This design comes from an exercise in tuning for small area, a short achievable clock period and few clock cycles per item on the open sky130 flow, not from production work.
Where RTL was checked, it was by simulation tests only, not by an equivalence proof against the original.
Only the layout flow was run in runs 1 and 2; the RTL was not checked for function there.
Power is estimated from default activity; no workload was simulated.

--- flow/standard.sh ---
#!/bin/bash
# synth_recipe.tcl (not shown) runs the flow's synth.tcl, then flattens the netlist and writes it again
# the make line also repeats each setting of config.mk as NAME=value (left out here)
make -C /OpenROAD-flow-scripts/flow DESIGN_CONFIG=/design/flow/config.mk WORK_HOME=/design/flow/orfs CLKGATE_MAP_FILE= SYNTH_SCRIPT=/design/flow/synth_recipe.tcl "${@:-finish}"
--- flow/constraint.sdc ---
create_clock -name core_clock -period 10.0 [get_ports {clk}]
set_input_delay 2.0000 -clock core_clock [delete_from_list [all_inputs] [get_ports {clk}]]
set_output_delay 2.0000 -clock core_clock [all_outputs]
set_load 0.01 [all_outputs]
--- flow/design.v ---
`timescale 1ns / 1ps
module montgomery(
  input           clk,
  input           resetn,
  input           start,
  input  [380:0]  in_a,
  input  [380:0]  in_b,
  input  [380:0]  in_m,
  input           out_read,
  output [380:0]  result,
  output reg      done
);
  localparam W = 386;    
  reg  [383:0] S;        
  reg  [383:0] C;        
  reg          corr;     
  reg        m_it;       
  reg        m_rs;       
  reg        first;      
  reg        safe;       
  reg  [7:0] cnt;        
  reg        d_one, d_two, d_neg;        
  reg        q_one, q_two, q_neg;        
  reg        k_one, y_neg;               
  reg        n_hi, n_lo, cur_hi;         
  reg  [2:0]   b_lo;
  reg  [3:0]   m_lo;
  wire [W-1:0] Bx = {{(W-381){1'b0}}, in_b[380:3], b_lo};
  wire [W-1:0] Mx = {{(W-381){1'b0}}, in_m[380:4], m_lo};
  wire [1:0]   u     = S[383:382] + C[383:382];
  wire [W-1:0] S_ext = {{(W-383){u[1]}}, u[0], S[381:0]};
  wire [W-1:0] C_ext = {{(W-382){1'b0}}, C[381:0]};
  wire [W-1:0] S_in = m_it ? S_ext : m_rs ? {S_ext[W-3:0], 2'b00} : {W{1'b0}};
  wire [W-1:0] C_in = m_it ? C_ext : m_rs ? {C_ext[W-3:0], 2'b00} : {W{1'b0}};
  wire [W-1:0] Zoc = (({W{d_one}} & Bx) | ({W{d_two}} & {Bx[W-2:0], 1'b0})) ^ {W{d_neg}};
  wire [W-1:0] X;
  assign X[0]       = corr & m_it;
  assign X[1]       = Zoc[0];
  assign X[2]       = Zoc[1] | (corr & m_rs);
  assign X[W-1:3]   = Zoc[W-2:2];
  wire [W-1:0] Ysel = ({W{q_one}} & Mx) | ({W{q_two}} & {Mx[W-2:0], 1'b0})
                    | ({W{k_one}} & {Mx[W-3:0], 2'b00});
  wire [W-1:0] Y;
  assign Y[0]     = q_one;
  assign Y[1]     = Ysel[1] ^ q_neg;
  assign Y[2]     = (Ysel[2] & ~k_one) ^ q_neg | k_one;
  assign Y[W-1:3] = Ysel[W-1:3] ^ {(W-3){y_neg}};
  wire [W-1:0] sum1 = S_in ^ C_in ^ X;
  wire [W-1:0] cy1  = {(S_in[W-2:0] & C_in[W-2:0]) | (S_in[W-2:0] & X[W-2:0]) | (C_in[W-2:0] & X[W-2:0]), d_neg};
  wire [W-1:0] P    = sum1 ^ cy1 ^ Y;
  wire [W-1:0] Q    = {(sum1[W-2:0] & cy1[W-2:0]) | (sum1[W-2:0] & Y[W-2:0]) | (cy1[W-2:0] & Y[W-2:0]), d_neg};
  wire [383:0] S_next = P[W-1:2];
  wire [383:0] C_next = Q[W-1:2];
  wire         corr_next = P[1] | P[0];
  wire         cz     = ~|C[381:0];
  wire         sgn    = u[1];
  wire last = (cnt == 8'd192);
  wire go   = ~m_it & ~m_rs & start;
  function [2:0] booth(input hi, input lo, input pr);
    begin
      booth[0] = lo ^ pr;                            
      booth[1] = (hi & ~lo & ~pr) | (~hi & lo & pr);  
      booth[2] = hi & ~(lo & pr);                     
    end
  endfunction
  wire [2:0] nd = m_it ? booth(n_hi, n_lo, cur_hi) : booth(in_a[1], in_a[0], 1'b0);
  wire [511:0] ax = {131'b0, in_a};
  wire [7:0]   cnt_next = go ? 8'd2 : cnt + 8'd1;
  wire [4:0]   o_next   = m_it ? cnt[4:0] + 5'd1 : 5'd2;
  reg  [5:0]   g_hi, g_lo;
  integer gi;
  always @(posedge clk) begin
    for (gi = 0; gi < 6; gi = gi + 1) begin
      g_hi[gi] <= ax[{gi[2:0], o_next, 1'b1}];
      g_lo[gi] <= ax[{gi[2:0], o_next, 1'b0}];
    end
  end
  wire a_hi = g_hi[cnt[7:5]];
  wire a_lo = g_lo[cnt[7:5]];
  wire [1:0] t0;
  assign t0[0] = P[2] ^ Q[2] ^ corr_next;
  assign t0[1] = ((P[2] & Q[2]) | (P[2] & corr_next) | (Q[2] & corr_next))
               ^ P[3] ^ Q[3] ^ (nd[0] & b_lo[0]);
  wire [1:0] qq = m_it ? {t0[1] ^ (t0[0] & ~m_lo[1]), t0[0]}
                       : {in_a[0] & in_b[0], 1'b0};
  wire [8:0] vh   = {1'b0, ~S_ext[383], S_ext[382:376]} + {3'd0, C[381:376]} + 9'd1;
  wire conf   = in_m[380];
  wire est_hi = conf & (vh >= {4'd4, in_m[380:376]});    
  wire est_lo = conf & (vh <= 9'd127);                     
  wire to_it = go | (m_it & ~last);
  always @(posedge clk) begin
    S    <= S_next;
    C    <= C_next;
    corr <= corr_next;
    n_hi   <= m_it ? a_hi : in_a[3];
    n_lo   <= m_it ? a_lo : in_a[2];
    cur_hi <= m_it ? n_hi : in_a[1];
    if (~m_it & ~m_rs) begin
      b_lo <= in_b[2:0];
      m_lo <= in_m[3:0];
    end
  end
  always @(posedge clk or negedge resetn) begin
    if (!resetn) begin
      m_it <= 1'b0; m_rs <= 1'b0; first <= 1'b0; safe <= 1'b0; done <= 1'b0;
      cnt <= 8'd0;
      d_one <= 1'b0; d_two <= 1'b0; d_neg <= 1'b0;
      q_one <= 1'b0; q_two <= 1'b0; q_neg <= 1'b0;
      k_one <= 1'b0; y_neg <= 1'b0;
    end else begin
      d_one <= to_it & nd[0];
      d_two <= to_it & nd[1];
      d_neg <= to_it & nd[2];
      q_one <= to_it & qq[0];
      q_two <= to_it & (qq == 2'd2);
      q_neg <= to_it & (qq == 2'd3);
      cnt   <= cnt_next;
      k_one <= 1'b0;
      y_neg <= to_it & (qq == 2'd3);
      if (go) begin
        m_it <= 1'b1;
      end else if (m_it) begin
        if (last) begin
          m_it  <= 1'b0;
          m_rs  <= 1'b1;
          first <= 1'b1;
        end
      end else if (m_rs & ~done) begin
        if (first) begin
          first <= 1'b0;
          safe  <= conf;
          k_one <= est_hi | est_lo;
          y_neg <= est_hi;
        end else if (cz & ~k_one) begin
          if (sgn) begin
            k_one <= 1'b1;
            safe  <= 1'b1;
          end else if (safe) begin
            done  <= 1'b1;
          end else begin
            k_one <= 1'b1;
            y_neg <= 1'b1;
            safe  <= 1'b1;
          end
        end
      end else if (done & out_read) begin
        done <= 1'b0;
        m_rs <= 1'b0;
      end
    end
  end
  assign result = S[380:0];
endmodule
--- flow/config.mk ---
export PLATFORM = sky130hd
export DESIGN_NAME = montgomery
export DESIGN_NICKNAME = montgomery
export VERILOG_FILES = /design/flow/design.v
export SDC_FILE = /design/flow/constraint.sdc
export NUM_CORES = 8
export LEC_CHECK = 0
export CAP_MARGIN = 10
export CORE_MARGIN = 2
export CORE_UTILIZATION = 30
export CTS_CLUSTER_DIAMETER = 100
export CTS_CLUSTER_SIZE = 20
export SLEW_MARGIN = 10
--- flow/flow/run.sh ---
#!/bin/bash
set -euo pipefail
export BUFFER_PORTS_ARGS="-buffer_cell sky130_fd_sc_hd__buf_1"
export SETUP_SLACK_MARGIN=6.5
bash standard.sh finish > standard_flow.log 2>&1
==> metrics.md, run 1 <==
| Metric | Value |
|---|---|
| Status | finished clean |
| Final hold vios | 0 |
| Initial cell density of the core | 30.1% |
| Fraction of the core area covered by cells at the end of the flow | 34.0% |
| Most common cell in the synthesized netlist | dfxtp_1 |
| Peak per-stage delay on the critical path | 0.69 ns |
| Clock H-tree levels | 2 |
| DR WL/cell | 38.2 um |
| Required arrival time at the worst endpoint | 10.59 ns |
| Dominant delay contributor by cell family on the critical path | adder cells |
| Placed instance area | 0.0670 mm^2 |
| Most frequent cells after synthesis | dfxtp_1, xnor2_1, fa_1 |
| Detailed-placement wirelength estimate | 277000 um |
| Hold WC Path Type | reg2reg |
| TritonCTS buffer count | 56 |
| Number of slew-limit violations in the final report | 0 |
| Setup repair after global routing missed its margin | yes |
| Clock-pin transition on the worst setup and hold timing paths | 0.08 ns |
| Per-instance average area after synthesis | 11.0 um^2 |
| Number of primary I/O pins | 1529 |
| Die span in y | 459 um |
| TritonCTS sink count | 812 |
| I/O Buffers | between 1500 and 2000 |
| Largest fanout on the critical path | 144 |
| Floorplan Core Area | 0.206 mm^2 |
| Max Clock Skew | 0.0261 ns |
| Slew at the pin with the worst max-slew slack | 1.19 ns |
| Category of the worst setup path launch point | flip-flop |
| Syn Nets | ~7600 |
| Primary FF master, synth | dfxtp_1 |
| Gate Count Post-Synth | around 5600 |
| Die width | 459 um |
| Setup TNS | 0 ns |
| Layout cells sized above 1 | 6.16% |
| Flip-flop and latch count after synthesis | 812 |
| Number of warnings issued by yosys | 1 |
| R2r startpoint | d_one |
| Via count of the routed design | 56200 |
| Max-Slew Margin vs Limit | 20.6% |
| Critical path capture point type | flip-flop |
| Fill count | 21400 |
| Antenna violation net count after detailed routing | 0 |
| Placement row count | 167 |
| Adder-cell share of the synthesized area | between 20 and 30% |
| Final wirelength | 352000 um |
| Number of distinct standard cells referenced by the synthesized netlist | 63 |
| Cell-by-cell listing of the critical path | buf_8, buf_16, a22oi_1, xnor2_1, fa_1, fa_1 |
| Count of maximum capacitance violations | 0 |
| Count of hold-fix buffers inserted at cts | 0 |
| FMAX | 0.277 GHz |
| XOR/XNOR share of the synthesized area | 11.1% |
| Synth-to-layout area growth | 13.1% |
| Largest area contributor in the synthesized netlist | dfxtp_1 |
| Number of global-route vias before repair | between 50000 and 60000 |
| Dominant combinational cell family by area after synthesis | adder cells |
| Share of Yosys cell area claimed by the top area cell type | 25.3% |
| Global-route usage over all layers | 32.1% |
| Pin count of the biggest net entering global routing | 188 |
| Final setup fails | 0 |
| Share of synthesized area spent on multiplexers | 0.941% |
| Worst hold slack across all endpoints | 0.507 ns |
| Simple-gate share of the synthesized area | 3.86% |
| Ranking of synthesized cells by area | dfxtp_1, fa_1, xnor2_1, a22o_1, a222oi_1 |
| Min-delay src | n_hi |
| Total buffers and inverters traversed by the critical path | 2 |
| Final min period | 3.61 ns |
| Asr flop ratio synth | 2.59% |
| First-pass DRT Iterations | 22 |
| Final-stage net count | 8307 |
| Final weighted congestion in routability-driven placement | 1.13 |
| Clock latency on the worst-skew pair | 0.72 ns |
| Clock root buffer | clkbuf_16 |
| Number of violations reported at the end of detailed-routing iteration 0 | between 8000 and 9000 |
| Initial antenna violation count | 223 |
| Design Area, Final | 0.0702 mm^2 |
| Most common cell on crit path | fa_1 |
| Clock Path Buffers | 3 |
| Post-synthesis instance area | 0.0621 mm^2 |
| Final routed DRC violation total | 0 |
| P per Cell Area | around 480 mW/mm^2 |
| Total gr overflow | 0 |
| Share of the clock period used by the worst path | 36.1% |
| Fraction of the mapped netlist area in compound gates | 24.4% |
| Highest-delay cell along the critical path | dfrtp_4 |
| Number of enable-type register cells in the synthesized netlist | 7 |
| Sequential-to-total area share from yosys stat | 26.5% |
| Global-route wire length before repair | 471000 um |
| CTS tree | built |
| Via density per instance | 6.09 |
| Worst setup path class | reg2reg |
| Arrival time of the worst setup path | between 4 and 5 ns |
| Worst setup path startpoint | d_one |
| Area of the die | around 0.21 mm^2 |
| Peak ir drop on the vdd network | between 0.2 and 0.3 mV |
| Static Leak | 24.4 nW |
## worst paths after layout
kind | end | slack [ns] | cells past startpoint
worst min-delay path | cur_hi | 0.51 | 2
min in group asynchronous | q_one | 1.34 | 1
worst max-delay path | S[128] | 6.39 | 6
max in group asynchronous | d_neg | 8.11 | 1
worst max register to register | S[128] | 6.39 | 6
worst min register to register | cur_hi | 0.51 | 2
## worst register-to-register path, cell delays in order, from the launching register on
cell     delay [ns]
dfrtp_4        0.69
buf_8          0.37
buf_16         0.35
a22oi_1        0.84
xnor2_1        0.24
fa_1           0.59
fa_1           0.41
## cell families (layout without fill, tap and decap cells)
family                     Yosys count  count (layout)
AOI/OAI and AO/OA                 1784            1784
xor gates and xnor gates           784             784
adders and majority gates          786             786
buffers and inverters              943            1723
DFF                                812             812
muxes                               38              38
other                                0             121
and+or+nand+nor                    473             474
## report_power, final
part           leakage [nW]  switching (W)  internal, W
Clock                 0.880        0.00144      0.00117
Combinational          16.6         0.0132      0.00980
Sequential             6.92        0.00230      0.00562
## state kept, by name, summed over array words and instances (netlist names), 3 cells and up
signal	count
m_lo	4
cnt	8
g_hi	6
b_lo	3
C	384
S	384
g_lo	6
## repair_timing
| item | CTS | global route |
|---|---|---|
| setup endpoints to repair | 854 | 201 |
| setup buffers | 13 | 7 |
| cloned | 9 | 2 |
| gates resized for setup | 229 | 28 |
| pin swaps | 1 | 2 |
## placed cells by master (no fill, tap or decap), drive strengths merged, types with 16 or more instances in the layout
cell type	Yosys	final
nand2	192	192
mux2i	19	19
inv	21	33
fa	769	769
a21oi	27	27
a31oi	60	60
a22oi	386	386
diode	0	121
mux4	16	16
xnor2	773	773
a311oi	24	24
a222oi	378	378
nor4	102	102
dfrtp	21	21
o22ai	16	16
nor2	32	32
clkbuf	440	74
dfxtp	784	784
nand4	26	26
and2	77	77
ha	17	17
buf	481	1598
a211oi	88	88
a22o	758	758
## per-stage QoR
stage,cells,setup slack (ns),total power (W)
2_1_floorplan,5620,6.54,0.0235
3_3_place_gp,8989,5.20,0.0294
3_5_place_dp,8989,5.16,0.0302
4_1_cts,9096,6.50,0.0335
5_1_grt,9190,6.36,0.0364
6_report,9226,6.39,0.0336
## metal layers
| layer | vias up | global-route usage (%) | part of all wire, % |
|---|---|---|---|
| li1 | 22400 | - | - |
| met2 | 3984 | 50.2 | 46 |
| met3 | 1071 | 10.4 | 10 |
| met4 | 132 | 31.9 | 11 |
| met5 | - | 0.0689 | 0.24 |
| met1 | 28600 | 33.6 | 32 |
## cell type report
| type | instances | area [um^2] | area share (%) |
|---|---|---|---|
| well taps | 2704 | 3380 | 4.82 |
| diodes | 121 | 303 | 0.431 |
| inverters | 22 | 86.3 | 0.123 |
| clock buffers | 63 | 1470 | 2.09 |
| multi-input cells | 3866 | 40800 | 58.0 |
| repair buffers | 1616 | 7380 | 10.5 |
| clock inverters | 22 | 342 | 0.486 |
| flip-flops and latches | 812 | 16500 | 23.5 |
==> run 2: changes to the inputs <==
==> flow/flow/run.sh (replaced) <==
#!/bin/bash
# Standard ORFS layout (the standard.sh), with these changes:
#  - the port buffers are buf_1 cells instead of buffer_ports' default pick;
set -euo pipefail
export BUFFER_PORTS_ARGS="-buffer_cell sky130_fd_sc_hd__buf_1"
export SETUP_SLACK_MARGIN=6.5
bash standard.sh cts > standard_flow.log 2>&1
export SETUP_SLACK_MARGIN=6.62
bash standard.sh finish > standard_flow_finish.log 2>&1
--- a/flow/config.mk
+++ b/flow/config.mk
@@ -7,3 +7,3 @@
 export LEC_CHECK = 0
-export CAP_MARGIN = 10
+export CAP_MARGIN = 20
 export CORE_MARGIN = 2
@@ -12,2 +12,2 @@
 export CTS_CLUSTER_SIZE = 20
-export SLEW_MARGIN = 10
+export SLEW_MARGIN = 20
==> metrics.md, run 2 <==
| Metric | Value |
|---|---|
| Worst hold slack across all endpoints | 0.503 ns (-0.00375 ns) |
| Final weighted congestion in routability-driven placement | 1.13 (unchanged) |
| Max Clock Skew | 0.0344 ns (+0.00837 ns) |
| Static Leak | 25.2 nW (+3.1%) |
| Antenna violation net count after detailed routing | 0 (unchanged) |
| Highest-delay cell along the critical path | dfxtp_1 |
| Most used cells in the layout excluding fill and tap cells | buf_1, xnor2_1, fa_1 |
| Initial cell density of the core | 30.1% (unchanged) |
| Primary FF master, synth | dfxtp_1 |
| Number of global-route vias before repair | 55500 (unchanged) |
| Number of warnings issued by yosys | 1 (unchanged) |
| Setup repair after global routing missed its margin | no |
| Placement row count | 167 (unchanged) |
| Share of Yosys cell area claimed by the top area cell type | 25.3% (unchanged) |
| Sw Ratio | 50.1% (-0.49 points) |
| Critical path capture point | result[364] |
| Flip-flop and latch count after synthesis | 812 (unchanged) |
| Via count of the routed design | 56600 (+0.78%) |
| Category of the worst setup path launch point | flip-flop |
| Syn Nets | 7553 (unchanged) |
| Cell count after placement | 8989 (unchanged) |
| Status | finished clean |
| Layout cells sized above 1 | 11.3% (+5.2 points) |
| Arrival time of the worst setup path | 1.37 ns (-2.83 ns) |
| Detailed-placement wirelength estimate | 277000 um (unchanged) |
| Required arrival time at the worst endpoint | 8.00 ns (-2.59 ns) |
| Cell count of the worst reg-to-reg path | 6 (unchanged) |
| Number of slew-limit violations in the final report | 0 (unchanged) |
| CTS tree | built |
| Initial antenna violation count | 224 (+0.45%) |
| Clock Path Buffers | 3 (unchanged) |
| I/O Buffers | 1528 (unchanged) |
| Worst setup path startpoint | S[364] |
| Minimum setup slack in the final design | 6.63 ns (+0.236 ns) |
| Finished Layout Cells | 9257 (+0.34%) |
| Peak per-stage delay on the critical path | 0.40 ns (-0.29 ns) |
| Number of distinct standard cells referenced by the synthesized netlist | 63 (unchanged) |
| TritonCTS sink count | 812 (unchanged) |
| Setup TNS | 0 ns (unchanged) |
| Count of maximum capacitance violations | 0 (unchanged) |
| Critical path capture point type | primary output |
| Final-stage net count | 8335 (+0.34%) |
| R2r startpoint | d_two |
| Area of the die | 0.211 mm^2 (unchanged) |
| Hold WC Path Type | reg2reg |
| DR WL/cell | 38.6 um (+1.0%) |
| Number of violations reported at the end of detailed-routing iteration 0 | 8745 (+1.5%) |
| Largest area contributor in the synthesized netlist | dfxtp_1 |
| Registers with the most flip-flops | C x384, S x384, cnt x8 |
| Number of primary I/O pins | 1529 (unchanged) |
| Number of enable-type register cells in the synthesized netlist | 7 (unchanged) |
| Sequential-to-total area share from yosys stat | 26.5% (unchanged) |
| Final routed DRC violation total | 0 (unchanged) |
| Global-route usage over all layers | 32.1% (unchanged) |
| Clock latency on the worst-skew pair | 0.73 ns (about the same) |
| Cell-by-cell listing of the critical path | buf_2 |
| Post-synthesis instance area | 0.0621 mm^2 (unchanged) |
| Per-instance average area after synthesis | 11.0 um^2 (unchanged) |
| P per Cell Area | 479 mW/mm^2 (+0.24%) |
| Most common cell after layout, fill and taps aside | buf_1 |
| R2R setup slack | 6.67 ns (+0.28 ns) |
| Most common cell in the synthesized netlist | dfxtp_1 |
| Peak ir drop on the vdd network | 0.273 mV (+6.1%) |
| Total buffers and inverters traversed by the critical path | 1 (-1) |
| Clock H-tree levels | 2 (unchanged) |
| Die width | 459 um (unchanged) |
| Floorplan Core Area | 0.206 mm^2 (unchanged) |
| Die span in y | 459 um (unchanged) |
| Final wirelength | 357000 um (+1.3%) |
| Gate Count Post-Synth | 5620 (unchanged) |
| Clock power frac | 7.6% (-0.2 points) |
| Global-route wire length before repair | 471000 um (unchanged) |
| Dpl ws | 5.16 ns (unchanged) |
| Synth-to-layout area growth | 15.0% |
| Clock root buffer | clkbuf_16 |
| Max-Slew Margin vs Limit | 17.5% (-3.1 points) |
| Share of the clock period used by the worst path | 33.7% (-2.4 points) |
| FMAX | 0.297 GHz (+7.0%) |
| Asr flop ratio synth | 2.59% (unchanged) |
| Endpoint of the lowest-slack register-to-register path | S[125] |
| Depth of the critical timing path with buffers and inverters included | 1 (-5) |
| Final min period | 3.37 ns (-0.236 ns) |
| Via density per instance | 6.12 (+0.44%) |
| Power Internal | 0.0171 W (+3.0%) |
| Flop pwr share | 23.4% (-0.2 points) |
| Total gr overflow | 0 (unchanged) |
| Count of hold-fix buffers inserted at cts | 0 (unchanged) |
| Largest fanout on the critical path | 3 (-98%) |
| Final hold vios | 0 (unchanged) |
| Switching pwr | 0.0171 W (+0.99%) |
| Slew at the pin with the worst max-slew slack | 1.24 ns (+0.0460 ns) |
| Combinational group share of total power | 69.0% (+0.4 points) |
| First-pass DRT Iterations | 11 (-50%) |
| Most frequent cells after synthesis | dfxtp_1, xnor2_1, fa_1 |
| TritonCTS buffer count | 56 (unchanged) |
| Pin count of the biggest net entering global routing | 188 (unchanged) |
| Ranking of synthesized cells by area | dfxtp_1, fa_1, xnor2_1, a22o_1, a222oi_1 |
| Clock-pin transition on the worst setup and hold timing paths | 0.09 ns (about the same) |
| Worst setup path class | reg2out |
| Final setup fails | 0 (unchanged) |
| Fill count | 21200 (-0.68%) |
| Dominant delay contributor by cell family on the critical path | flip-flops |
==> run 2: how the worst min path moves through the flow <==
| stage | end | from | cells past startpoint | slack [ns] |
|---|---|---|---|---|
| after global placement | cur_hi | n_hi | 2 | 0.47 |
| after CTS | cur_hi | n_hi | 2 | 0.51 |
| after floorplan | cur_hi | n_hi | 2 | 0.45 |
| after global routing | cur_hi | n_hi | 2 | 0.53 |
| final | cur_hi | n_hi | 2 | 0.50 |
| after detailed placement | cur_hi | n_hi | 2 | 0.50 |
==> run 2: logic make-up (layout without fill, tap and decap cells) <==
group,after synthesis,count (layout),synth area share (%)
AO/OA/AOI/OAI,1784,1784,24.4
XOR/XNOR,784,784,11.1
adder cells (fa/ha/maj),786,786,25.1
buffers and inverters,943,1751,8.12
flip-flops,812,812,26.5
multiplexers,38,38,0.941
other,0,124,0
AND/OR/NAND/NOR,473,474,3.86
==> run 2: timing repair <==
item                       in CTS  in global routing
resized for setup             229                566
pin swaps                       1                 11
setup buffers                  13                 28
setup endpoints to repair     854                775
cloned                          9                  9
==> run 2: power by group through the flow <==
| stage | Clock (W) | Sequential, W | Combinational [W] |
|---|---|---|---|
| detailed placement | 0 | 0.00800 | 0.0222 |
| global route | 0.00275 | 0.00810 | 0.0262 |
| floorplan | 0 | 0.00661 | 0.0169 |
| global placement | 0 | 0.00798 | 0.0214 |
| finish | 0.00262 | 0.00800 | 0.0236 |
| CTS | 0.00265 | 0.00787 | 0.0230 |
==> run 2: stage by stage <==
stage	util, %	total power, W	area [um^2]
floorplan	-	0.0235	62100
global placement	32.4	0.0294	67000
detailed placement	32.4	0.0302	67000
CTS	33.8	0.0335	69700
global route	34.6	0.0370	71300
finish	34.6	0.0342	71400
==> run 2: area by class of cell <==
cell class / instances / area (um^2) / area share, %
Sequential cell: 812 / 16800 / 23.5
Tap cell: 2704 / 3380 / 4.74
Timing Repair Buffer: 1644 / 8280 / 11.6
Inverter: 22 / 88.8 / 0.124
Multi-Input combinational cell: 3866 / 40800 / 57.1
Antenna cell: 124 / 310 / 0.434
Clock inverter: 22 / 342 / 0.478
Clock buffer: 63 / 1470 / 2.06
==> run 2: metal layers <==
metal | global-route usage [%] | vias to the layer above | part of all wire, %
met3 | 10.4 | 1133 | 11
met1 | 33.6 | 28800 | 32
met5 | 0.0689 | - | 0.24
li1 | - | 22500 | -
met4 | 31.9 | 138 | 12
met2 | 50.2 | 4093 | 45
==> run 2: worst reg2reg max path, cell delays in order, from the launching register on <==
cell and delay (ns):
dfrtp_4 0.55, buf_4 0.18, buf_12 0.17, a22oi_1 1.17, xnor2_1 0.18, fa_1 0.57
fa_1 0.40
==> run 3: changes to the inputs <==
--- a/flow/design.v
+++ b/flow/design.v
@@ -27,2 +27,3 @@
   reg  [3:0]   m_lo;
+  reg  [4:0]   m_hi;
   wire [W-1:0] Bx = {{(W-381){1'b0}}, in_b[380:3], b_lo};
@@ -68,13 +69,12 @@
   wire [7:0]   cnt_next = go ? 8'd2 : cnt + 8'd1;
-  wire [4:0]   o_next   = m_it ? cnt[4:0] + 5'd1 : 5'd2;
-  reg  [5:0]   g_hi, g_lo;
+  reg  [11:0]  g_hi, g_lo;
   integer gi;
   always @(posedge clk) begin
-    for (gi = 0; gi < 6; gi = gi + 1) begin
-      g_hi[gi] <= ax[{gi[2:0], o_next, 1'b1}];
-      g_lo[gi] <= ax[{gi[2:0], o_next, 1'b0}];
+    for (gi = 0; gi < 12; gi = gi + 1) begin
+      g_hi[gi] <= ax[{gi[3:0], cnt_next[3:0], 1'b1}];
+      g_lo[gi] <= ax[{gi[3:0], cnt_next[3:0], 1'b0}];
     end
   end
-  wire a_hi = g_hi[cnt[7:5]];
-  wire a_lo = g_lo[cnt[7:5]];
+  wire a_hi = g_hi[cnt[7:4]];
+  wire a_lo = g_lo[cnt[7:4]];
   wire [1:0] t0;
@@ -86,4 +86,4 @@
   wire [8:0] vh   = {1'b0, ~S_ext[383], S_ext[382:376]} + {3'd0, C[381:376]} + 9'd1;
-  wire conf   = in_m[380];
-  wire est_hi = conf & (vh >= {4'd4, in_m[380:376]});    
+  wire conf   = m_hi[4];
+  wire est_hi = conf & (vh >= {4'd4, m_hi});             
   wire est_lo = conf & (vh <= 9'd127);                     
@@ -100,2 +100,3 @@
       m_lo <= in_m[3:0];
+      m_hi <= in_m[380:376];
     end
==> flow/flow/run.sh (replaced) <==
#!/bin/bash
set -euo pipefail
export BUFFER_PORTS_ARGS="-buffer_cell sky130_fd_sc_hd__buf_1"
export CTS_ARGS="-sink_clustering_enable -repair_clock_nets -sink_clustering_size 20 -sink_clustering_max_diameter 100 -buf_list sky130_fd_sc_hd__buf_12"
export SETUP_SLACK_MARGIN=6.5
bash standard.sh cts > standard_flow.log 2>&1
export SETUP_SLACK_MARGIN=6.7
bash standard.sh finish > standard_flow_finish.log 2>&1
==> metrics.md, run 3 <==
| Metric | Value |
|---|---|
| Area of the die | 0.211 mm^2 (+0.24%) |
| CTS tree | built |
| Number of slew-limit violations in the final report | 0 (unchanged) |
| Clock Path Buffers | 3 (unchanged) |
| Highest-delay cell along the critical path | dfxtp_4 |
| Dominant delay contributor by cell family on the critical path | flip-flops |
| Worst setup path startpoint | S[252] |
| Antenna violation net count after detailed routing | 0 (unchanged) |
| Clock latency on the worst-skew pair | 0.70 ns (-0.03 ns) |
| Final-stage net count | 8385 (+0.60%) |
| Sequential-to-total area share from yosys stat | 27.0% (+0.56 points) |
| Share of Yosys cell area claimed by the top area cell type | 25.6% (+0.33 points) |
| I/O Buffers | 1528 (unchanged) |
| Final setup fails | 0 (unchanged) |
| Syn Nets | 7589 (+0.48%) |
| Placement row count | 167 (unchanged) |
| Critical path capture point type | primary output |
| FMAX | 0.303 GHz (+2.1%) |
| Endpoint of the lowest-slack register-to-register path | y_neg |
| Dpl ws | 4.50 ns (-0.653 ns) |
| Clock H-tree levels | 2 (unchanged) |
| Peak per-stage delay on the critical path | 0.47 ns (+0.07 ns) |
| Setup TNS | 0 ns (unchanged) |
| Per-instance average area after synthesis | 11.0 um^2 (-0.40%) |
| R2R setup slack | 6.76 ns (+0.09 ns) |
| Worst hold slack across all endpoints | 0.473 ns (-0.0304 ns) |
| Initial antenna violation count | 198 (-12%) |
| Slew at the pin with the worst max-slew slack | 1.12 ns (-0.120 ns) |
| Asr flop ratio synth | 2.53% (-0.053 points) |
| Number of global-route vias before repair | 54900 (-1.1%) |
| Max Clock Skew | 0.0653 ns (+0.0308 ns) |
| Cell count of the worst reg-to-reg path | 8 (+2) |
| Synth-to-layout area growth | 15.5% |
| Layout cells sized above 1 | 13.8% (+2.5 points) |
| Number of primary I/O pins | 1529 (unchanged) |
| Clock power frac | 7.2% (-0.4 points) |
| Most common cell in the synthesized netlist | dfxtp_1 |
| Power Internal | 0.0164 W (-3.8%) |
| Power Total | 0.0331 W (-3.4%) |
| Peak ir drop on the vdd network | 0.239 mV (-13%) |
| Clock root buffer | buf_12 |
| Initial cell density of the core | 30.1% (+0.041 points) |
| Floorplan Core Area | 0.207 mm^2 (+0.10%) |
| Number of warnings issued by yosys | 1 (unchanged) |
| Cell-by-cell listing of the critical path | buf_6 |
| Minimum setup slack in the final design | 6.70 ns (+0.0684 ns) |
| Ranking of synthesized cells by area | dfxtp_1, fa_1, xnor2_1, a22o_1, a222oi_1 |
| Final weighted congestion in routability-driven placement | 1.04 (-8.2%) |
| Status | finished clean |
| Depth of the critical timing path with buffers and inverters included | 1 (unchanged) |
| Registers with the most flip-flops | C x384, S x384 |
| Most used cells in the layout excluding fill and tap cells | buf_1, fa_1, xnor2_1 |
| TritonCTS sink count | 829 (+2.1%) |
| Total buffers and inverters traversed by the critical path | 1 (unchanged) |
| Number of violations reported at the end of detailed-routing iteration 0 | 8704 (-0.47%) |
| Arrival time of the worst setup path | 1.30 ns (-0.07 ns) |
| Pin count of the biggest net entering global routing | 210 (+12%) |
| Number of distinct standard cells referenced by the synthesized netlist | 59 (-6.3%) |
| Flop pwr share | 23.5% (about the same) |
| Setup repair after global routing missed its margin | yes |
| Global-route usage over all layers | 31.8% (-0.36 points) |
| Switching pwr | 0.0166 W (-3.1%) |
| Placed instance area | 0.0670 mm^2 (about the same) |
| Final wirelength | 356000 um (-0.27%) |
| Global-route wire length before repair | 467000 um (-0.91%) |
| Most frequent cells after synthesis | dfxtp_1, xnor2_1, fa_1 |
| Sw Ratio | 50.2% (+0.17 points) |
| Final hold vios | 0 (unchanged) |
| Die span in y | 460 um (+0.12%) |
| Total gr overflow | 0 (unchanged) |
| Design Area, Final | 0.0719 mm^2 (+0.65%) |
| Largest fanout on the critical path | 3 (unchanged) |
| P per Cell Area | 460 mW/mm^2 (-4.1%) |
| Largest area contributor in the synthesized netlist | dfxtp_1 |
| Via count of the routed design | 56900 (+0.37%) |
| TritonCTS buffer count | 53 (-5.4%) |
| Combinational group share of total power | 69.2% (+0.2 points) |
| Flip-flop and latch count after synthesis | 829 (+2.1%) |
| Detailed-placement wirelength estimate | 281000 um (+1.3%) |
| First-pass DRT Iterations | 15 (+4) |
| Post-synthesis instance area | 0.0622 mm^2 (+0.24%) |
| Hold WC Path Type | reg2reg |
| Share of the clock period used by the worst path | 33.0% (-0.68 points) |
| Critical path capture point | result[252] |
| Required arrival time at the worst endpoint | 8.00 ns (about the same) |
| R2r startpoint | C[348] |
| Die width | 460 um (+0.12%) |
| Count of hold-fix buffers inserted at cts | 0 (unchanged) |
| Clock-pin transition on the worst setup and hold timing paths | 0.10 ns (about the same) |
| Final min period | 3.30 ns (-0.0684 ns) |
| Gate Count Post-Synth | 5656 (+0.64%) |
| Primary FF master, synth | dfxtp_1 |
| DR WL/cell | 38.3 um (-0.71%) |
| Most common cell after layout, fill and taps aside | buf_1 |
| Static Leak | 26.2 nW (+4.3%) |
| Count of maximum capacitance violations | 0 (unchanged) |
| Worst setup path class | reg2out |
| Number of enable-type register cells in the synthesized netlist | 12 (+5) |
| Category of the worst setup path launch point | flip-flop |
| Max-Slew Margin vs Limit | 25.5% (+8.0 points) |
| Via density per instance | 6.12 (about the same) |
| Final routed DRC violation total | 0 (unchanged) |
[run 3: how the worst min path moves through the flow]
| stage | start | endpoint | depth (start not counted) |
|---|---|---|---|
| after floorplan | first | k_one | 1 |
| after global placement | first | k_one | 1 |
| after detailed placement | first | k_one | 1 |
| after CTS | first | k_one | 1 |
| after global routing | first | k_one | 1 |
| final | first | k_one | 1 |
[run 3: power by group through the flow]
| stage | sequential (W) | combinational, W | clock (W) |
|---|---|---|---|
| CTS | 0.00756 | 0.0218 | 0.00242 |
| floorplan | 0.00636 | 0.0161 | 0 |
| global placement | 0.00770 | 0.0202 | 0 |
| global route | 0.00785 | 0.0254 | 0.00251 |
| finish | 0.00778 | 0.0229 | 0.00238 |
| detailed placement | 0.00772 | 0.0210 | 0 |
[run 3: cell type report]
class / instances / area (um^2)
Multi-Input combinational cell: 3878 / 40500
Inverter: 28 / 178
Clock buffer: 53 / 1060
Clock inverter: 23 / 322
Timing Repair inverter: 1 / 11.3
Fill cell: 21200 / 135000
Antenna cell: 121 / 303
Tap cell: 2704 / 3380
Sequential cell: 829 / 17400
Timing Repair Buffer: 1661 / 8720
[run 3: cells by family (layout without fill, tap and decap cells)]
family,count (synthesis),count (layout),synth area share [%]
adder cells (fa/ha/maj),786,786,25.1
multiplexers,10,10,0.302
other,0,121,0
AO/OA/AOI/OAI,1802,1802,24.4
buffers and inverters,955,1766,8.24
AND/OR/NAND/NOR,491,497,3.95
flip-flops,829,829,27.0
XOR/XNOR,783,783,11.0
[run 3: per-stage QoR]
| stage | utilization [%] | instances |
|---|---|---|
| after floorplan | - | 5656 |
| after global routing | 34.7 | 9255 |
| final | 34.8 | 9298 |
| after CTS | 33.5 | 9118 |
| after global placement | 32.4 | 9011 |
| after detailed placement | 32.4 | 9011 |
[run 3: what timing repair did]
item,4_1_cts,5_1_grt
setup buffers,21,43
cloned,10,16
pin swaps,2,11
resized for setup,175,1051
hold endpoints to repair,0,0
endpoints found under the setup margin,889,1006
[run 3: metal layers]
layer | vias to the layer above | GRT usage (%) | part of all wire (%)
li1 | 22700 | - | -
met1 | 29100 | 36.5 | 34
met2 | 4070 | 48.9 | 45
met3 | 904 | 10.1 | 12
met4 | 76 | 25.0 | 9.1
met5 | - | 0 | 0.17
Testbench counts of run 3, summed over its fixed seeds: cycles 38,216, items 192.
==> run 4: changes to the inputs <==
==> flow/flow/run.sh (replaced) <==
#!/bin/bash
# Standard ORFS layout (the standard.sh), with these changes:
#  - the port buffers are buf_1 cells instead of buffer_ports' default pick;
set -euo pipefail
export BUFFER_PORTS_ARGS="-buffer_cell sky130_fd_sc_hd__buf_1"
export SETUP_SLACK_MARGIN=6.5
bash standard.sh cts > standard_flow.log 2>&1
export SETUP_SLACK_MARGIN=6.72
bash standard.sh finish > standard_flow_finish.log 2>&1
==> metrics.md, run 4 <==
| Metric | Value |
|---|---|
| Finished Layout Cells | 9387 (+0.96%) |
| Adder-cell share of the synthesized area | 25.1% (unchanged) |
| Final min period | 3.34 ns (+0.0370 ns) |
| Dpl ws | 4.50 ns (unchanged) |
| Syn Nets | 7589 (unchanged) |
| Depth of the worst hold-timing path | 1 (unchanged) |
| Number of primary I/O pins | 1529 (unchanged) |
| Final setup fails | 0 (unchanged) |
| Number of warnings issued by yosys | 1 (unchanged) |
| Most common cell after layout, fill and taps aside | buf_1 |
| Final hold vios | 0 (unchanged) |
| Via density per instance | 6.09 (-0.43%) |
| TritonCTS buffer count | 53 (unchanged) |
| Highest-delay cell along the critical path | dfxtp_4 |
| Most used cells in the layout excluding fill and tap cells | buf_1, fa_1, xnor2_1 |
| Category of the worst setup path launch point | flip-flop |
| Largest fanout on the critical path | 3 (unchanged) |
| Total gr overflow | 0 (unchanged) |
| I/O Buffers | 1528 (unchanged) |
| Combinational group share of total power | 69.5% (+0.3 points) |
| Dominant combinational cell family by area after synthesis | adder cells |
| Per-instance average area after synthesis | 11.0 um^2 (unchanged) |
| Primary FF master, synth | dfxtp_1 |
| Worst hold slack across all endpoints | 0.471 ns (-0.00169 ns) |
| Sw Ratio | 48.9% (-1.3 points) |
| Initial cell density of the core | 30.1% (unchanged) |
| Max-Slew Margin vs Limit | 25.3% (-0.23 points) |
| Clock power frac | 7.2% (about the same) |
| Hold WC Path Type | reg2reg |
| Count of hold-fix buffers inserted at cts | 0 (unchanged) |
| Detailed-placement wirelength estimate | 281000 um (unchanged) |
| First-pass DRT Iterations | 17 (+2) |
| Peak ir drop on the vdd network | 0.250 mV (+4.7%) |
| Number of enable-type register cells in the synthesized netlist | 12 (unchanged) |
| Die width | 460 um (unchanged) |
| Most frequent cells after synthesis | dfxtp_1, xnor2_1, fa_1 |
| Area of the die | 0.211 mm^2 (unchanged) |
| Status | finished clean |
| Clock H-tree levels | 2 (unchanged) |
| Worst setup path class | reg2out |
| Most common cell in the synthesized netlist | dfxtp_1 |
| Share of Yosys cell area claimed by the top area cell type | 25.6% (unchanged) |
| XOR/XNOR share of the synthesized area | 11.0% (unchanged) |
| Clock latency on the worst-skew pair | 0.75 ns (+0.05 ns) |
| Ranking of synthesized cells by area | dfxtp_1, fa_1, xnor2_1, a22o_1, a222oi_1 |
| Number of slew-limit violations in the final report | 0 (unchanged) |
| Largest area contributor in the synthesized netlist | dfxtp_1 |
| Number of distinct standard cells referenced by the synthesized netlist | 59 (unchanged) |
| Slew at the pin with the worst max-slew slack | 1.11 ns (-0.00678 ns) |
| Peak per-stage delay on the critical path | 0.45 ns (-0.02 ns) |
| Setup repair after global routing missed its margin | yes |
| Antenna violation net count after detailed routing | 0 (unchanged) |
| Initial antenna violation count | 196 (-1.0%) |
| Share of synthesized area spent on multiplexers | 0.302% (unchanged) |
| Global-route wire length before repair | 467000 um (about the same) |
| Layout cells sized above 1 | 17.1% (+3.3 points) |
| Flop pwr share | 23.3% (-0.2 points) |
| Dominant delay contributor by cell family on the critical path | flip-flops |
| Required arrival time at the worst endpoint | 8.00 ns (about the same) |
| Sequential-to-total area share from yosys stat | 27.0% (unchanged) |
| Floorplan Core Area | 0.207 mm^2 (unchanged) |
| Number of global-route vias before repair | 55000 (+0.24%) |
| Via count of the routed design | 57200 (+0.53%) |
| Clock Path Buffers | 3 (unchanged) |
| Total buffers and inverters traversed by the critical path | 1 (unchanged) |
| Switching pwr | 0.0168 W (+0.94%) |
| Setup TNS | 0 ns (unchanged) |
| Pin count of the biggest net entering global routing | 210 (unchanged) |
| Registers with the most flip-flops | C x384, S x384 |
| Fraction of the mapped netlist area in compound gates | 24.4% (unchanged) |
| Static Leak | 27.5 nW (+4.6%) |
| FMAX | 0.300 GHz (-1.1%) |
| Final weighted congestion in routability-driven placement | 1.04 (unchanged) |
| Power Internal | 0.0175 W (+6.3%) |
| Synth-to-layout area growth | 20.0% |
| Minimum setup slack in the final design | 6.66 ns (-0.0370 ns) |
| Placement row count | 167 (unchanged) |
| Gate Count Post-Synth | 5656 (unchanged) |
| Final routed DRC violation total | 0 (unchanged) |
| Die span in y | 460 um (unchanged) |
| Arrival time of the worst setup path | 1.34 ns (+0.04 ns) |
| P per Cell Area | 459 mW/mm^2 (-0.24%) |
| CTS tree | built |
| Global-route usage over all layers | 31.8% (about the same) |
| Fill count | 21000 (-1.3%) |
| Share of the clock period used by the worst path | 33.4% (+0.37 points) |
| Flip-flop and latch count after synthesis | 829 (unchanged) |
| Post-synthesis instance area | 0.0622 mm^2 (unchanged) |
| Depth of the critical timing path with buffers and inverters included | 1 (unchanged) |
| Cell count after placement | 9011 (unchanged) |
| Clock root buffer | clkbuf_16 |
| Asr flop ratio synth | 2.53% (unchanged) |
| Count of maximum capacitance violations | 0 (unchanged) |
| Final-stage net count | 8475 (+1.1%) |
| Number of violations reported at the end of detailed-routing iteration 0 | 8837 (+1.5%) |
| Max Clock Skew | 0.0597 ns (-0.00554 ns) |
| TritonCTS sink count | 829 (unchanged) |
| Cell-by-cell listing of the critical path | buf_6 |
| Cell count of the worst reg-to-reg path | 4 (-4) |
| Clock-pin transition on the worst setup and hold timing paths | 0.09 ns (about the same) |
| Simple-gate share of the synthesized area | 3.95% (unchanged) |
| DR WL/cell | 38.1 um (-0.66%) |
| Critical path capture point type | primary output |
| Final wirelength | 357000 um (+0.29%) |
| Fraction of the core area covered by cells at the end of the flow | 36.1% (+1.3 points) |
## run 4: metrics by stage
step | instance area [um^2] | total power [W]
after detailed placement | 67000 | 0.0287
after CTS | 69600 | 0.0319
final | 74700 | 0.0343
after global routing | 74600 | 0.0369
after global placement | 67000 | 0.0279
after floorplan | 62200 | 0.0225
## run 4: repair_timing
item | CTS | global route
gates cloned | 10 | 14
resized for setup | 243 | 1772
endpoints found under the setup margin | 945 | 1073
buffers inserted | 22 | 134
pin swaps | 2 | 15
## run 4: worst paths after layout
check / from / to / slack [ns]
min in group asynchronous: resetn / safe / 1.33
min: first / k_one / 0.47
min reg2reg: first / k_one / 0.47
max in group asynchronous: resetn / q_two / 8.15
max reg2reg: y_neg / S[180] / 6.79
max: S[302] / result[302] / 6.66
## run 4: power by group through the flow
stage	Combinational, W	Clock, W	Sequential, W
finish	0.0238	0.00246	0.00799
global route	0.0263	0.00259	0.00807
CTS	0.0219	0.00249	0.00756
detailed placement	0.0210	0	0.00772
global placement	0.0202	0	0.00770
floorplan	0.0161	0	0.00636
## run 4: layout make-up
| type | instances | area [um^2] | area share (%) |
|---|---|---|---|
| repair inverters | 3 | 38.8 | 0.0519 |
| well taps | 2704 | 3380 | 4.53 |
| inverters | 28 | 178 | 0.238 |
| repair buffers | 1749 | 10700 | 14.3 |
| diodes | 120 | 300 | 0.402 |
| multi-input cells | 3878 | 40600 | 54.3 |
| flip-flops and latches | 829 | 17900 | 24.0 |
| clock inverters | 18 | 264 | 0.353 |
| clock buffers | 58 | 1370 | 1.83 |
## run 4: kinds of logic after synthesis
family	Yosys count
simple gates	491
flops	829
xor+xnor	783
fa+ha+maj	786
compound gates	1802
mux	10
buf+inv	955
## run 4: layer usage
layer,GRT usage [%],vias up,wire length [um]
met5,0,-,614
met4,26.7,78,34700
met3,10.1,927,40100
met2,48.3,3980,159000
met1,36.4,29300,123000
li1,-,22900,-
==> run 5: changes to the inputs <==
--- a/flow/flow/run.sh
+++ b/flow/flow/run.sh
@@ -7,3 +7,3 @@
 bash standard.sh cts > standard_flow.log 2>&1
-export SETUP_SLACK_MARGIN=6.72
+export SETUP_SLACK_MARGIN=6.58
 bash standard.sh finish > standard_flow_finish.log 2>&1
==> metrics.md, run 5 <==
| Metric | Value |
|---|---|
| Status | finished clean |
| Final hold vios | 0 (unchanged) |
| Slew at the pin with the worst max-slew slack | 1.16 ns (+0.0452 ns) |
| I/O Buffers | 1528 (unchanged) |
| Met2 usage | 48.3% (unchanged) |
| Dominant delay contributor by cell family on the critical path | flip-flops |
| Die width | 460 um (unchanged) |
| Share of the clock period used by the worst path | 34.2% (+0.83 points) |
| Area of the die | 0.211 mm^2 (unchanged) |
| Peak ir drop on the vdd network | 0.249 mV (-0.49%) |
| Max Clock Skew | 0.0617 ns (+0.00200 ns) |
| Via count of the routed design | 56200 (-1.7%) |
| Highest-delay cell along the critical path | dfxtp_1 |
| TritonCTS buffer count | 53 (unchanged) |
| Number of primary I/O pins | 1529 (unchanged) |
| Number of enable-type register cells in the synthesized netlist | 12 (unchanged) |
| Antenna violation net count after detailed routing | 0 (unchanged) |
| Clock Path Buffers | 3 (unchanged) |
| Global-route wire length before repair | 467000 um (unchanged) |
| Count of maximum capacitance violations | 0 (unchanged) |
| Number of global-route vias before repair | 55000 (unchanged) |
| Number of slew-limit violations in the final report | 0 (unchanged) |
| Critical path capture point type | primary output |
| Layout cells sized above 1 | 8.51% (-8.6 points) |
| Cell count after placement | 9011 (unchanged) |
| Number of violations reported at the end of detailed-routing iteration 0 | 8325 (-5.8%) |
| Category of the worst setup path launch point | flip-flop |
| Clock-pin transition on the worst setup and hold timing paths | 0.09 ns (about the same) |
| Cell-by-cell listing of the critical path | buf_1 |
| Detailed-placement wirelength estimate | 281000 um (unchanged) |
| Final routed DRC violation total | 0 (unchanged) |
| Number of distinct standard cells referenced by the synthesized netlist | 59 (unchanged) |
| Most frequent cells after synthesis | dfxtp_1, xnor2_1, fa_1 |
| Asr flop ratio synth | 2.53% (unchanged) |
| Most common cell in the synthesized netlist | dfxtp_1 |
| Initial cell density of the core | 30.1% (unchanged) |
| Share of Yosys cell area claimed by the top area cell type | 25.6% (unchanged) |
| First-pass DRT Iterations | 15 (-2) |
| Setup repair after global routing missed its margin | yes |
| CTS tree | built |
| TritonCTS sink count | 829 (unchanged) |
| Required arrival time at the worst endpoint | 8.00 ns (about the same) |
| Fill count | 21400 (+1.9%) |
| Sequential-to-total area share from yosys stat | 27.0% (unchanged) |
| Global-route track usage on met3 | 10.1% (unchanged) |
| Final min period | 3.42 ns (+0.0827 ns) |
| Placement row count | 167 (unchanged) |
| Final setup fails | 0 (unchanged) |
| Setup TNS | 0 ns (unchanged) |
| Per-instance average area after synthesis | 11.0 um^2 (unchanged) |
| Ranking of synthesized cells by area | dfxtp_1, fa_1, xnor2_1, a22o_1, a222oi_1 |
| Syn Nets | 7589 (unchanged) |
| Primary FF master, synth | dfxtp_1 |
| Pin count of the biggest net entering global routing | 210 (unchanged) |
| Synth-to-layout area growth | 13.5% |
| Final wirelength | 352000 um (-1.3%) |
| FMAX | 0.292 GHz (-2.4%) |
| Largest area contributor in the synthesized netlist | dfxtp_1 |
| Number of warnings issued by yosys | 1 (unchanged) |
| Arrival time of the worst setup path | 1.42 ns (+0.08 ns) |
| Total buffers and inverters traversed by the critical path | 1 (unchanged) |
| Max-Slew Margin vs Limit | 22.2% (-3.0 points) |
| Die span in y | 460 um (unchanged) |
| Static Leak | 25.7 nW (-6.5%) |
| Clock root buffer | clkbuf_16 |
| GR Layer Usage met1 | 36.4% (unchanged) |
| Total gr overflow | 0 (unchanged) |
| Gate Count Post-Synth | 5656 (unchanged) |
| P per Cell Area | 458 mW/mm^2 (-0.10%) |
| Most common cell after layout, fill and taps aside | buf_1 |
| Final weighted congestion in routability-driven placement | 1.04 (unchanged) |
| Final-stage net count | 8350 (-1.5%) |
| Clock H-tree levels | 2 (unchanged) |
| Via density per instance | 6.07 (-0.28%) |
| DR WL/cell | 38.1 um (about the same) |
| Hold WC Path Type | reg2reg |
| Peak per-stage delay on the critical path | 0.49 ns (+0.04 ns) |
| Most Used Layer, Global Route | met2 |
| Registers with the most flip-flops | C x384, S x384 |
| Finished Layout Cells | 9252 (-1.4%) |
| Clock latency on the worst-skew pair | 0.75 ns (about the same) |
| Most used cells in the layout excluding fill and tap cells | buf_1, xnor2_1, fa_1 |
| Global-route usage over all layers | 31.8% (unchanged) |
| Count of hold-fix buffers inserted at cts | 0 (unchanged) |
| Largest fanout on the critical path | 3 (unchanged) |
| Initial antenna violation count | 196 (unchanged) |
| Flip-flop and latch count after synthesis | 829 (unchanged) |
| Floorplan Core Area | 0.207 mm^2 (unchanged) |
| Post-synthesis instance area | 0.0622 mm^2 (unchanged) |
| Worst setup path class | reg2out |
## run 5: cell counts after synthesis
Identical to the previous run, type by type.
## run 5: repair_timing
item                       in CTS  in global routing
setup endpoints to repair     945                563
cloned                         10                  5
setup buffers                  22                 18
resized for setup             243                277
pin swaps                       2                  2
## run 5: logic make-up (layout without fill, tap and decap cells)
family                   after synthesis  in the layout  synth area share [%]
other                                  0            110                     0
XOR/XNOR                             783            783                  11.0
adder cells (fa/ha/maj)              786            786                  25.1
flip-flops                           829            829                  27.0
multiplexers                          10             10                 0.302
AND/OR/NAND/NOR                      491            496                  3.95
AO/OA/AOI/OAI                       1802           1802                  24.4
buffers and inverters                955           1732                  8.24
## run 5: stage by stage
stage | power [W] | cell area, um^2 | util (%) | setup slack [ns] | hold slack, ns
final | 0.0324 | 70600 | 34.2 | 6.58 | 0.471
after global routing | 0.0350 | 70600 | 34.2 | 6.49 | 0.502
after CTS | 0.0319 | 69600 | 33.7 | 6.50 | 0.474
after detailed placement | 0.0287 | 67000 | 32.4 | 4.50 | 0.462
after global placement | 0.0279 | 67000 | 32.4 | 4.56 | 0.449
after floorplan | 0.0225 | 62200 | - | 6.55 | 0.438
## run 5: final cells by class
| type | instances | area [um^2] | share of cell area [%] |
|---|---|---|---|
| tap | 2704 | 3380 | 4.79 |
| timing repair buffer | 1628 | 7740 | 11.0 |
| inverter | 28 | 159 | 0.225 |
| multi-input combinational | 3877 | 40400 | 57.2 |
| clock inverter | 18 | 264 | 0.374 |
| sequential | 829 | 17000 | 24.1 |
| antenna | 110 | 275 | 0.390 |
| clock buffer | 58 | 1370 | 1.93 |
## run 5: metal layers
| metal | part of all wire (%) | routed length (um) | vias up |
|---|---|---|---|
| li1 | - | - | 22600 |
| met1 | 35 | 124000 | 28800 |
| met2 | 44 | 157000 | 3801 |
| met3 | 11 | 38000 | 886 |
| met4 | 9.5 | 33500 | 86 |
| met5 | 0.19 | 655 | - |
## run 5: path summary, 6_finish.rpt
check	startpoint	to	slack, ns	cells after the start
worst min register to register	first	k_one	0.47	1
min in group asynchronous	resetn	cnt[0]	1.34	1
worst max-delay path	S[34]	result[34]	6.58	1
max in group asynchronous	resetn	q_two	8.13	1
worst max register to register	m_it	S[130]	6.61	6
worst min-delay path	first	k_one	0.47	1
## run 5: worst reg2reg max path: stages (launching register included)
cell and delay (ns):
dfrtp_4 0.60, nor2b_4 0.29, buf_16 0.38, buf_16 0.74
a22o_1 0.41, fa_1 0.47, fa_1 0.43
## run 5: report_power, final
group          total (W)  switching (W)  internal (W)
clock            0.00246        0.00140       0.00106
sequential       0.00762        0.00208       0.00554
combinational     0.0223         0.0129       0.00937
total             0.0324         0.0164        0.0160
==> run 6: changes to the inputs <==
--- a/flow/flow/run.sh
+++ b/flow/flow/run.sh
@@ -7,3 +7,3 @@
 bash standard.sh cts > standard_flow.log 2>&1
-export SETUP_SLACK_MARGIN=6.58
+export SETUP_SLACK_MARGIN=6.62
 bash standard.sh finish > standard_flow_finish.log 2>&1
==> metrics.md, run 6 <==
| Metric | Value |
|---|---|
| Syn Nets | 7589 (unchanged) |
| Asr flop ratio synth | 2.53% (unchanged) |
| Static Leak | 25.9 nW (+0.94%) |
| Clock latency on the worst-skew pair | 0.75 ns (about the same) |
| Most used cells in the layout excluding fill and tap cells | buf_1, xnor2_1, fa_1 |
| Fraction of the core area covered by cells at the end of the flow | 34.4% (+0.27 points) |
| Depth of the critical timing path with buffers and inverters included | 1 (unchanged) |
| Floorplan Core Area | 0.207 mm^2 (unchanged) |
| FMAX | 0.295 GHz (+0.85%) |
| Setup TNS | 0 ns (unchanged) |
| Clock Path Buffers | 3 (unchanged) |
| Clock root buffer | clkbuf_16 |
| Area of the multi-input gates | 0.0404 mm^2 (about the same) |
| Number of violations reported at the end of detailed-routing iteration 0 | 8800 (+5.7%) |
| Initial cell density of the core | 30.1% (unchanged) |
| Die width | 460 um (unchanged) |
| Initial antenna violation count | 195 (-0.51%) |
| Final wirelength | 354000 um (+0.34%) |
| Registers with the most flip-flops | C x384, S x384 |
| Cell-by-cell listing of the critical path | buf_1 |
| Max Clock Skew | 0.0585 ns (-0.00320 ns) |
| Gate Count Post-Synth | 5656 (unchanged) |
| Setup repair after global routing missed its margin | yes |
| Share of Yosys cell area claimed by the top area cell type | 25.6% (unchanged) |
| Final hold vios | 0 (unchanged) |
| Count of maximum capacitance violations | 0 (unchanged) |
| First-pass DRT Iterations | 14 (-1) |
| TritonCTS buffer count | 53 (unchanged) |
| Highest-delay cell along the critical path | dfxtp_1 |
| Clock-pin transition on the worst setup and hold timing paths | 0.09 ns (about the same) |
| Number of warnings issued by yosys | 1 (unchanged) |
| Hold WC Path Type | reg2reg |
| Post-synthesis instance area | 0.0622 mm^2 (unchanged) |
| Area of the die | 0.211 mm^2 (unchanged) |
| Detailed-placement wirelength estimate | 281000 um (unchanged) |
| Total gr overflow | 0 (unchanged) |
| Global-route wire length before repair | 467000 um (unchanged) |
| Share of the clock period used by the worst path | 33.9% (-0.29 points) |
| Final min period | 3.39 ns (-0.0288 ns) |
| Status | finished clean |
| Max-Slew Margin vs Limit | 27.3% (+5.1 points) |
| Synth-to-layout area growth | 14.4% |
| Pin count of the biggest net entering global routing | 210 (unchanged) |
| CTS tree | built |
| Number of global-route vias before repair | 55000 (unchanged) |
| Flip-flop and latch count after synthesis | 829 (unchanged) |
| Antenna violation net count after detailed routing | 0 (unchanged) |
| Required arrival time at the worst endpoint | 8.00 ns (about the same) |
| Peak per-stage delay on the critical path | 0.38 ns (-0.11 ns) |
| Arrival time of the worst setup path | 1.39 ns (-0.03 ns) |
| Most common cell in the synthesized netlist | dfxtp_1 |
| Number of primary I/O pins | 1529 (unchanged) |
| Via count of the routed design | 56500 (+0.64%) |
| Number of enable-type register cells in the synthesized netlist | 12 (unchanged) |
| Placed instance area | 0.0670 mm^2 (unchanged) |
| Via density per instance | 6.10 (+0.49%) |
| Slew at the pin with the worst max-slew slack | 1.08 ns (-0.0759 ns) |
| Layout cells sized above 1 | 11.0% (+2.5 points) |
| TritonCTS sink count | 829 (unchanged) |
| P per Cell Area | 459 mW/mm^2 (about the same) |
| Per-instance average area after synthesis | 11.0 um^2 (unchanged) |
| Most frequent cells after synthesis | dfxtp_1, xnor2_1, fa_1 |
| Clock H-tree levels | 2 (unchanged) |
| Register cell area after layout | 0.0172 mm^2 (+1.0%) |
| Dpl ws | 4.50 ns (unchanged) |
| Final weighted congestion in routability-driven placement | 1.04 (unchanged) |
| Design Area, Final | 0.0712 mm^2 (+0.78%) |
| Sequential-to-total area share from yosys stat | 27.0% (unchanged) |
| DR WL/cell | 38.2 um (+0.19%) |
| Worst setup path class | reg2out |
| Cell count of the worst reg-to-reg path | 5 (-1) |
| Ranking of synthesized cells by area | dfxtp_1, fa_1, xnor2_1, a22o_1, a222oi_1 |
| Peak ir drop on the vdd network | 0.251 mV (+0.58%) |
| Total buffers and inverters traversed by the critical path | 1 (unchanged) |
| Category of the worst setup path launch point | flip-flop |
| Depth of the worst hold-timing path | 1 (unchanged) |
| Primary FF master, synth | dfxtp_1 |
| Placement row count | 167 (unchanged) |
| Number of slew-limit violations in the final report | 0 (unchanged) |
| Count of hold-fix buffers inserted at cts | 0 (unchanged) |
| Global-route usage over all layers | 31.8% (unchanged) |
| Final-stage net count | 8360 (+0.12%) |
| Critical path capture point type | primary output |
| Fill count | 21300 (-0.23%) |
| Minimum setup slack in the final design | 6.61 ns (+0.0288 ns) |
| Die span in y | 460 um (unchanged) |
| Final routed DRC violation total | 0 (unchanged) |
| Most common cell after layout, fill and taps aside | buf_1 |
| Dominant delay contributor by cell family on the critical path | flip-flops |
| Largest area contributor in the synthesized netlist | dfxtp_1 |
| I/O Buffers | 1528 (unchanged) |
| Worst hold slack across all endpoints | 0.471 ns (+0.000697 ns) |
| Final setup fails | 0 (unchanged) |
| Largest fanout on the critical path | 3 (unchanged) |
| Number of distinct standard cells referenced by the synthesized netlist | 59 (unchanged) |
run 6: cell counts after synthesis:
No cell type changed its count.
run 6: stage by stage:
step | power, W | cells
2_1_floorplan | 0.0225 | 5656
3_3_place_gp | 0.0279 | 9011
3_5_place_dp | 0.0287 | 9011
4_1_cts | 0.0319 | 9119
5_1_grt | 0.0353 | 9234
6_report | 0.0326 | 9266
run 6: metal layers:
| layer | part of all wire (%) | track usage, % | vias to the layer above |
|---|---|---|---|
| li1 | - | - | 22600 |
| met1 | 35 | 36.4 | 29000 |
| met2 | 45 | 48.3 | 3885 |
| met3 | 11 | 10.1 | 906 |
| met4 | 9.4 | 26.7 | 84 |
| met5 | 0.18 | 0 | - |
run 6: final timing paths:
path | start | endpoint | slack, ns
setup / recovery | S[79] | result[79] | 6.61
hold / removal | first | k_one | 0.47
setup reg to reg | d_neg | S[145] | 6.71
hold reg to reg | first | k_one | 0.47
max in group asynchronous | resetn | q_two | 8.14
min in group asynchronous | resetn | y_neg | 1.33
run 6: cell families after synthesis:
family / count (synthesis) / synth area share (%)
XOR/XNOR: 783 / 11.0
AO/OA/AOI/OAI: 1802 / 24.4
buffers and inverters: 955 / 8.24
AND/OR/NAND/NOR: 491 / 3.95
flip-flops: 829 / 27.0
adder cells (fa/ha/maj): 786 / 25.1
multiplexers: 10 / 0.302
run 6: repair_timing:
action	CTS	global route
buffers inserted	22	26
setup endpoints to repair	945	769
cloned	10	7
pin swaps	2	3
gates resized for setup	243	572
run 6: area by class of cell:
class / instances / share of cell area [%]
Antenna cell: 114 / 0.401
Tap cell: 2704 / 4.75
Clock inverter: 18 / 0.371
Clock buffer: 58 / 1.92
Timing Repair inverter: 1 / 0.0158
Inverter: 28 / 0.250
Timing Repair Buffer: 1637 / 11.3
Multi-Input combinational cell: 3877 / 56.8
Sequential cell: 829 / 24.1
run 6: report_power, final:
part | switching, W | internal (W) | leakage [nW] | total, W
Combinational | 0.0130 | 0.00951 | 18.1 | 0.0225
Clock | 0.00139 | 0.00106 | 0.789 | 0.00246
Sequential | 0.00209 | 0.00561 | 7.03 | 0.00771
==> run 7: changes to the inputs <==
--- a/flow/flow/run.sh
+++ b/flow/flow/run.sh
@@ -5,3 +5,3 @@
 export BUFFER_PORTS_ARGS="-buffer_cell sky130_fd_sc_hd__buf_1"
-export SETUP_SLACK_MARGIN=6.5
+export SETUP_SLACK_MARGIN=6.3
 bash standard.sh cts > standard_flow.log 2>&1
==> metrics.md, run 7 <==
| Metric | Value |
|---|---|
| Per-instance average area after synthesis | 11.0 um^2 (unchanged) |
| Depth of the worst hold-timing path | 1 (unchanged) |
| FMAX | 0.295 GHz (+0.13%) |
| Power Total | 0.0333 W (+1.9%) |
| Initial cell density of the core | 30.1% (unchanged) |
| Count of maximum capacitance violations | 0 (unchanged) |
| Peak ir drop on the vdd network | 0.222 mV (-12%) |
| Number of global-route vias before repair | 55200 (+0.33%) |
| Syn Nets | 7589 (unchanged) |
| Min-delay src | first |
| DR WL/cell | 38.7 um (+1.5%) |
| Most common cell after layout, fill and taps aside | buf_1 |
| Peak per-stage delay on the critical path | 0.70 ns (+0.32 ns) |
| Setup repair after global routing missed its margin | yes |
| Via density per instance | 6.14 (+0.70%) |
| Number of primary I/O pins | 1529 (unchanged) |
| TritonCTS buffer count | 54 (+1.9%) |
| Layout cells sized above 1 | 12.1% (+1.1 points) |
| Max Clock Skew | 0.0667 ns (+0.00816 ns) |
| Ranking of synthesized cells by area | dfxtp_1, fa_1, xnor2_1, a22o_1, a222oi_1 |
| Initial antenna violation count | 202 (+3.6%) |
| Number of slew-limit violations in the final report | 0 (unchanged) |
| Static Leak | 26.1 nW (+0.84%) |
| Placement row count | 167 (unchanged) |
| Global-route track usage on met3 | 10.7% (+0.60 points) |
| Final weighted congestion in routability-driven placement | 1.09 (+4.9%) |
| Count of hold-fix buffers inserted at cts | 0 (unchanged) |
| Post-synthesis instance area | 0.0622 mm^2 (unchanged) |
| Clock Path Buffers | 3 (unchanged) |
| Final setup fails | 0 (unchanged) |
| I/O Buffers | 1528 (unchanged) |
| Most common cell in the synthesized netlist | dfxtp_1 |
| Final routed DRC violation total | 0 (unchanged) |
| Registers with the most flip-flops | C x384, S x384 |
| Global-route wire length before repair | 468000 um (about the same) |
| Synth-to-layout area growth | 15.3% |
| R2R setup slack | 6.71 ns (about the same) |
| Most Used Layer, Global Route | met2 |
| Pin count of the biggest net entering global routing | 184 (-12%) |
| Clock-pin transition on the worst setup and hold timing paths | 0.09 ns (about the same) |
| Total gr overflow | 0 (unchanged) |
| Largest area contributor in the synthesized netlist | dfxtp_1 |
| Most common cell on crit path | fa_1 |
| Number of violations reported at the end of detailed-routing iteration 0 | 9000 (+2.3%) |
| Cell-by-cell listing of the critical path | buf_1, a22oi_1, xnor2_1, fa_1, fa_1 |
| P per Cell Area | 463 mW/mm^2 (+1.1%) |
| Via count of the routed design | 57000 (+0.84%) |
| Worst setup path class | in2reg |
| Detailed-placement wirelength estimate | 282000 um (+0.46%) |
| Hold WC Path Type | reg2reg |
| Status | finished clean |
| Primary FF master, synth | dfxtp_1 |
| Area of the die | 0.211 mm^2 (unchanged) |
| Final wirelength | 359000 um (+1.6%) |
| Worst Hold Endpoint | k_one |
| Endpoint of the lowest-slack register-to-register path | S[358] |
| Gate Count Post-Synth | 5656 (unchanged) |
| Share of the clock period used by the worst path | 33.9% (-0.044 points) |
| Critical path capture point type | flip-flop |
| Arrival time of the worst setup path | 4.03 ns (+2.64 ns) |
| Number of warnings issued by yosys | 1 (unchanged) |
| GR Layer Usage met1 | 36.5% (+0.080 points) |
| Antenna violation net count after detailed routing | 0 (unchanged) |
| Clock root buffer | clkbuf_16 |
| Floorplan Core Area | 0.207 mm^2 (unchanged) |
| Slew at the pin with the worst max-slew slack | 1.14 ns (+0.0608 ns) |
| Clock H-tree levels | 2 (unchanged) |
| Most frequent cells after synthesis | dfxtp_1, xnor2_1, fa_1 |
| Flip-flop and latch count after synthesis | 829 (unchanged) |
| Cell count of the worst reg-to-reg path | 6 (+1) |
| Number of enable-type register cells in the synthesized netlist | 12 (unchanged) |
| Share of Yosys cell area claimed by the top area cell type | 25.6% (unchanged) |
| Global-route usage over all layers | 31.9% (+0.091 points) |
| Final min period | 3.39 ns (-0.00438 ns) |
| Met2 usage | 48.5% (+0.20 points) |
| Die span in y | 460 um (unchanged) |
| TritonCTS sink count | 829 (unchanged) |
| Number of distinct standard cells referenced by the synthesized netlist | 59 (unchanged) |
| Clock latency on the worst-skew pair | 0.77 ns (+0.02 ns) |
| Largest fanout on the critical path | 2 (-1) |
| R2r startpoint | d_one |
| First-pass DRT Iterations | 14 (unchanged) |
| Sequential-to-total area share from yosys stat | 27.0% (unchanged) |
| Category of the worst setup path launch point | input pin |
| CTS tree | built |
| Required arrival time at the worst endpoint | 10.65 ns (+2.65 ns) |
| Most used cells in the layout excluding fill and tap cells | buf_1, xnor2_1, fa_1 |
| Asr flop ratio synth | 2.53% (unchanged) |
| Max-Slew Margin vs Limit | 24.0% (-3.4 points) |
| Setup TNS | 0 ns (unchanged) |
| Final-stage net count | 8366 (+0.072%) |
| Highest-delay cell along the critical path | a22oi_1 |
| Die width | 460 um (unchanged) |
| Final hold vios | 0 (unchanged) |
## run 7: cell counts after synthesis
No cell type changed its count.
## run 7: power breakdown
part	internal [W]	switching (W)	total (W)
sequential	0.00565	0.00215	0.00780
combinational	0.00974	0.0132	0.0229
clock	0.00110	0.00143	0.00254
## run 7: metal layers
metal	wire [um]	up-vias	part of all wire, %
li1	-	22600	-
met1	123000	29100	34
met2	159000	4203	44
met3	42400	998	12
met4	34400	92	9.6
met5	745	-	0.21
## run 7: kinds of logic after synthesis
family	count (synthesis)	share of synthesized area (%)
AOI/OAI and AO/OA	1802	24.4
buffers and inverters	955	8.24
xor gates and xnor gates	783	11.0
and+or+nand+nor	491	3.95
DFF	829	27.0
muxes	10	0.302
adders and majority gates	786	25.1
## run 7: metrics by stage
step	hold slack (ns)	setup slack, ns	std cells	util (%)	cell area (um^2)
finish	0.462	6.61	9279	34.7	71800
global route	0.495	6.58	9250	34.7	71700
CTS	0.462	6.31	9116	33.5	69300
detailed placement	0.449	4.24	9014	32.4	67000
global placement	0.445	4.24	9014	32.4	67000
floorplan	0.438	6.48	5656	-	62200
## run 7: how the worst max path moves through the flow
stage | cells past startpoint | slack [ns] | end | start
5_1_grt | 11 | 6.58 | g_hi[11] | start
3_5_place_dp | 11 | 4.24 | g_lo[7] | start
2_1_floorplan | 15 | 6.48 | y_neg | m_rs
6_report | 5 | 6.61 | S[77] | in_b[78]
3_3_place_gp | 11 | 4.24 | g_lo[7] | start
4_1_cts | 1 | 6.31 | result[231] | S[231]
## run 7: what timing repair did
action / in CTS / in global routing
pin swaps: 0 / 20
setup buffers: 12 / 32
setup endpoints to repair: 637 / 1029
gates resized for setup: 67 / 1067
cloned: 12 / 11
## run 7: cell type report
cell class,instances,area [um^2]
fillers,21300,135000
multi-input cells,3877,40600
flip-flops and latches,829,17300
repair buffers,1642,8390
well taps,2704,3380
clock buffers,58,1380
clock inverters,20,320
diodes,120,300
inverters,28,156
repair inverters,1,8.76
## run 7: worst max-delay path, delay by kind of cell
kind	cells	cell delay (ns)
compound gates	1	0.70
xor+xnor	1	0.19
fa+ha+maj	2	0.99
buf+inv	1	0.15

Setup slack of run 7, layout unchanged: 6.612 ns with ideal ports, 6.533 ns with driving cells assumed (clock clkbuf_16, inputs buf_2), 5.774 ns with port delays also shifted by the 0.832 ns mid clock arrival.
